Source: an optimization exercise on an open RTL-to-GDS flow (aim: small area). Production flows keep margins and buffers that such runs may drop.
In this exercise RTL edits were held to simulation tests only and were not proved equivalent to the original.
Power and IR drop assume default switching activity.

==> inputs of trial 68 <==
Design router, start of the top module:
module router(clk, reset, polarity,
N_S_di_v0, N_S_di_v1, N_S_si_v0, N_S_si_v1, N_S_ri_v0, N_S_ri_v1, S_N_do_v0, S_N_do_v1, S_N_so_v0, S_N_so_v1, S_N_ro_v0, S_N_ro_v1,
S_N_di_v0, S_N_di_v1, S_N_si_v0, S_N_si_v1, S_N_ri_v0, S_N_ri_v1, N_S_do_v0, N_S_do_v1, N_S_so_v0, N_S_so_v1, N_S_ro_v0, N_S_ro_v1,
E_W_di_v0, E_W_di_v1, E_W_si_v0, E_W_si_v1, E_W_ri_v0, E_W_ri_v1, W_E_do_v0, W_E_do_v1, W_E_so_v0, W_E_so_v1, W_E_ro_v0, W_E_ro_v1,
W_E_di_v0, W_E_di_v1, W_E_si_v0, W_E_si_v1, W_E_ri_v0, W_E_ri_v1, E_W_do_v0, E_W_do_v1, E_W_so_v0, E_W_so_v1, E_W_ro_v0, E_W_ro_v1,
pedi_v0, pedi_v1, pesi_v0, pesi_v1, peri_v0, peri_v1, pedo_v0, pedo_v1, peso_v0, peso_v1, pero_v0, pero_v1
);
==> flow/config.mk <==
export PLATFORM = sky130hd
export DESIGN_NAME = router
export DESIGN_NICKNAME = router
export VERILOG_FILES = /design/flow/design.v
export SDC_FILE = /design/flow/constraint.sdc
export NUM_CORES = 4
export LEC_CHECK = 0
export CAP_MARGIN = 20
export CORE_AREA = 5 5 445 445
export CTS_CLUSTER_DIAMETER = 100
export CTS_CLUSTER_SIZE = 30
export DIE_AREA = 0 0 450 450
export SLEW_MARGIN = 20
==> flow/constraint.sdc <==
create_clock -name core_clock -period 4.0 [get_ports {clk}]
set_input_delay 0.8000 -clock core_clock [delete_from_list [all_inputs] [get_ports {clk}]]
set_output_delay 0.8000 -clock core_clock [all_outputs]
set_load 0.01 [all_outputs]
standard.sh (not shown) runs the stock make flow with config.mk's settings and CLKGATE_MAP_FILE= SYNTH_SCRIPT=/design/flow/synth_recipe.tcl, a recipe that flattens the netlist after the stock synthesis.
==> flow/flow/run.sh <==
#!/bin/bash
# Own layout flow: the standard flow (standard.sh, which runs the standard
# synthesis unchanged) with two ORFS settings changed:
#  - port buffers use the smallest buffer cell instead of the default choice;
#  - clock tree synthesis builds the tree without dummy loads.
# Each tool's full output stays in the ORFS logs under orfs/logs; make's own
# output goes to flow_make.log in this folder.
set -euo pipefail
cd "$(dirname "$0")/.."
bash standard.sh \
  "BUFFER_PORTS_ARGS=-buffer_cell sky130_fd_sc_hd__buf_1" \
  "CTS_ARGS=-sink_clustering_enable -repair_clock_nets -dont_use_dummy_load -sink_clustering_size 30 -sink_clustering_max_diameter 100" \
  finish > flow_make.log 2>&1
==> build 67: changes against trial 68 <==
--- a/flow/flow/run.sh
+++ b/flow/flow/run.sh
@@ -10,4 +10,4 @@
 bash standard.sh \
   "BUFFER_PORTS_ARGS=-buffer_cell sky130_fd_sc_hd__buf_1" \
-  "CTS_ARGS=-sink_clustering_enable -repair_clock_nets -dont_use_dummy_load -sink_clustering_size 30 -sink_clustering_max_diameter 100" \
+  "CTS_ARGS=-sink_clustering_enable -repair_clock_nets -dont_use_dummy_load" \
   finish > flow_make.log 2>&1
--- a/flow/config.mk
+++ b/flow/config.mk
@@ -8,6 +8,4 @@
 export CAP_MARGIN = 20
 export CORE_AREA = 5 5 445 445
-export CTS_CLUSTER_DIAMETER = 100
-export CTS_CLUSTER_SIZE = 30
 export DIE_AREA = 0 0 450 450
 export SLEW_MARGIN = 20
==> build 39: changes against trial 68 <==
==> flow/flow/run.sh (replaced) <==
#!/bin/bash
# Own layout flow: the standard flow (standard.sh, which runs the standard
# synthesis unchanged) with these ORFS settings changed:
#  - port buffers use the smallest buffer cell instead of the default choice;
#  - clock tree synthesis uses small clock buffers and no dummy loads.
# Each tool's full output stays in the ORFS logs under orfs/logs; make's own
# output goes to flow_make.log in this folder.
set -euo pipefail
cd "$(dirname "$0")/.."
bash standard.sh \
  "BUFFER_PORTS_ARGS=-buffer_cell sky130_fd_sc_hd__buf_1" \
  "CTS_ARGS=-sink_clustering_enable -repair_clock_nets -dont_use_dummy_load -buf_list {sky130_fd_sc_hd__clkbuf_2 sky130_fd_sc_hd__clkbuf_4 sky130_fd_sc_hd__clkbuf_8}" \
  finish > flow_make.log 2>&1
--- a/flow/config.mk
+++ b/flow/config.mk
@@ -8,6 +8,4 @@
 export CAP_MARGIN = 20
 export CORE_AREA = 5 5 445 445
-export CTS_CLUSTER_DIAMETER = 100
-export CTS_CLUSTER_SIZE = 30
 export DIE_AREA = 0 0 450 450
 export SLEW_MARGIN = 20
==> impl_results.md <==
- Worst hold start: W_E_di_v0[7]
- Multi-input logic portion of the cell area: 0.311
- Worst reg2reg endpoint: osn1[39]
- Clock skew: 0.0748 ns
- R2R Setup Slk: 0.92 ns
- Post-route cell area: 0.0557 sq mm
- Diodes inserted: 54
- Vias/cell: 5.72
- Tot Pwr: 27.7 mW
- Met3 global-route usage: 0.0628
- Slew @ Worst Pin: 1.17 ns
- Status: finished clean
- Clock network area share: 0.0607
Source of the figures above: build 67

==> impl_results.md <==
- Status: finished clean
- Diodes inserted: 45
- Hold Slack: 0.143 ns
- Comb power: 2.65 mW
- Met3 global-route usage: 0.0655
- Worst reg2reg endpoint: osn1[37]
- Slew @ Worst Pin: 1.15 ns
- Vias/cell: 5.68
- Worst hold start: N_S_di_v0[39]
- R2R Setup Slk: 0.85 ns
- Clock network area share: 0.0493
Source of the figures above: build 39

==> impl_results.md <==
- Status: finished clean
- Multi-input logic portion of the cell area: 0.322
- Vias/cell: 5.72
- Clock network area share: 0.0261
- R2R Setup Slk: 0.91 ns
- Clock skew: 0.140 ns
- Diodes inserted: 53
- Post-route cell area: 0.0537 sq mm
- Met3 global-route usage: 0.0539
Source of the figures above: trial 68


---

==> run a: inputs <==
Starting RTL as in the previous note.
Settings: LEC_CHECK=0, CAP_MARGIN=20, CORE_AREA=5 5 315 315, DIE_AREA=0 0 320 320, SLEW_MARGIN=20; clock period 4.0 ns.
==> flow/flow/run.sh <==
#!/bin/bash
# Own layout flow: the standard flow (standard.sh, which runs the standard
# synthesis unchanged) with these ORFS settings changed:
#  - port buffers use the smallest buffer cell instead of the default choice;
#  - clock tree synthesis uses small clock buffers and no dummy loads;
#  - pins may sit on every routing track, so a smaller die holds them.
# Each tool's full output stays in the ORFS logs under orfs/logs; make's own
# output goes to flow_make.log in this folder.
set -euo pipefail
cd "$(dirname "$0")/.."
bash standard.sh \
  "BUFFER_PORTS_ARGS=-buffer_cell sky130_fd_sc_hd__buf_1" \
  "CTS_ARGS=-sink_clustering_enable -repair_clock_nets -dont_use_dummy_load -buf_list {sky130_fd_sc_hd__clkbuf_2 sky130_fd_sc_hd__clkbuf_4 sky130_fd_sc_hd__clkbuf_8}" \
  "PLACE_PINS_ARGS=-min_distance 1 -min_distance_in_tracks" \
  finish > flow_make.log 2>&1
==> run b: changes against run a <==
==> flow/run.sh (new file) <==
#!/bin/bash
# synth_recipe.tcl (not shown) runs the flow's synth.tcl, then flattens the netlist and writes it again
# the make line also repeats each setting of config.mk as NAME=value (left out here)
make -C /OpenROAD-flow-scripts/flow DESIGN_CONFIG=/design/flow/config.mk WORK_HOME=/design/flow/orfs CLKGATE_MAP_FILE= SYNTH_SCRIPT=/design/flow/synth_recipe.tcl finish
--- a/flow/config.mk
+++ b/flow/config.mk
@@ -7,5 +7,5 @@
 export LEC_CHECK = 0
 export CAP_MARGIN = 20
-export CORE_AREA = 5 5 315 315
-export DIE_AREA = 0 0 320 320
+export CORE_AREA = 5 5 445 445
+export DIE_AREA = 0 0 450 450
 export SLEW_MARGIN = 20
removed: flow/flow/run.sh
removed: flow/standard.sh
==> run c: changes against run a <==
==> flow/run.sh (new file) <==
#!/bin/bash
# synth_recipe.tcl (not shown) runs the flow's synth.tcl, then flattens the netlist and writes it again
# the make line also repeats each setting of config.mk as NAME=value (left out here)
make -C /OpenROAD-flow-scripts/flow DESIGN_CONFIG=/design/flow/config.mk WORK_HOME=/design/flow/orfs CLKGATE_MAP_FILE= SYNTH_SCRIPT=/design/flow/synth_recipe.tcl finish
--- a/flow/config.mk
+++ b/flow/config.mk
@@ -7,5 +7,5 @@
 export LEC_CHECK = 0
 export CAP_MARGIN = 20
-export CORE_AREA = 5 5 315 315
-export DIE_AREA = 0 0 320 320
+export CORE_MARGIN = 2
+export CORE_UTILIZATION = 50
 export SLEW_MARGIN = 20
removed: flow/flow/run.sh
removed: flow/standard.sh
==> run d: changes against run a <==
==> flow/flow/run.sh (replaced) <==
#!/bin/bash
# Own layout flow: the standard flow (standard.sh, which runs the standard
# synthesis unchanged) with these ORFS settings changed:
#  - port buffers (one per port, as in the standard flow) use the smallest
#    buffer cell instead of the default choice;
#  - clock tree synthesis uses larger sink clusters and no dummy loads;
set -euo pipefail
cd "$(dirname "$0")/.."
bash standard.sh \
  "BUFFER_PORTS_ARGS=-buffer_cell sky130_fd_sc_hd__buf_1" \
  "CTS_ARGS=-sink_clustering_enable -repair_clock_nets -dont_use_dummy_load -sink_clustering_size 24 -sink_clustering_max_diameter 80" \
  "PLACE_PINS_ARGS=-min_distance 1 -min_distance_in_tracks" \
  finish > flow_make.log 2>&1
--- a/flow/config.mk
+++ b/flow/config.mk
@@ -9,3 +9,5 @@
 export CORE_AREA = 5 5 315 315
 export DIE_AREA = 0 0 320 320
+export GPL_TIMING_DRIVEN = 0
+export PLACE_DENSITY = 0.7
 export SLEW_MARGIN = 20
==> results.txt <==
Run c did not get past I/O pin placement (3_2_place_iop) with PPL-0024. Run a ran to the end with no violations. Run d produced a clean layout. Run b finished with timing, DRC and antenna clean.
In run b the wire length is larger than in run d, by about 11%.
In flip-flop and latch count, run b and run d do not differ.
Worst setup slack: run b > run a > run d.
Synthesized cell count is the same in run d and run c.
Core utilization: run b is lower than run a (22 points).
In run d the via count is larger than in run b, by about 4%.
Final area: run b > run a > run d.

-- separate check: timing with driven ports --
The results above use ideal ports. As a check the final layouts listed here were re-extracted and re-timed, cells and wires unchanged.
Step 1 assumes that a clkbuf_16 drives the clock port and a buf_2 every other input.
Step 2, shift: input delay + t, output delay - t, t = (earliest + latest rising clock arrival at the registers) / 2. This alone moves slack from input paths to output paths.
Three values: ideal, step 1, step 2; two values: the first two.
run | shift t [ns] | slack for setup (ns) | hold slack, ns | cell pins on the clock port's net
trial 68 | 0.755 | 0.870 / 0.796 / 0.882 | 0.239 / 0.197 / 0.476 | 1
build 67 | 0.812 | 0.907 / 0.833 / 0.826 | 0.225 / 0.177 / 0.471 | 1
build 39 | 0.944 | 0.687 / 0.618 / 0.843 | 0.143 / 0.103 / 0.425 | 1
run a | 0.939 | 0.725 / 0.653 / 0.879 | 0.101 / 0.063 / 0.463 | 1
run b | 0.845 | 0.871 / 0.800 / 0.941 | 0.475 / 0.475 / 0.475 | 1
run d | 0.753 | 0.260 / 0.260 / 0.041 | 0.276 / 0.245 / 0.453 | 1
After both steps setup and hold are still met in every run listed. The setup slack of run d, which loses most, moves by 0.000 ns with the drivers and by -0.219 ns with both steps.
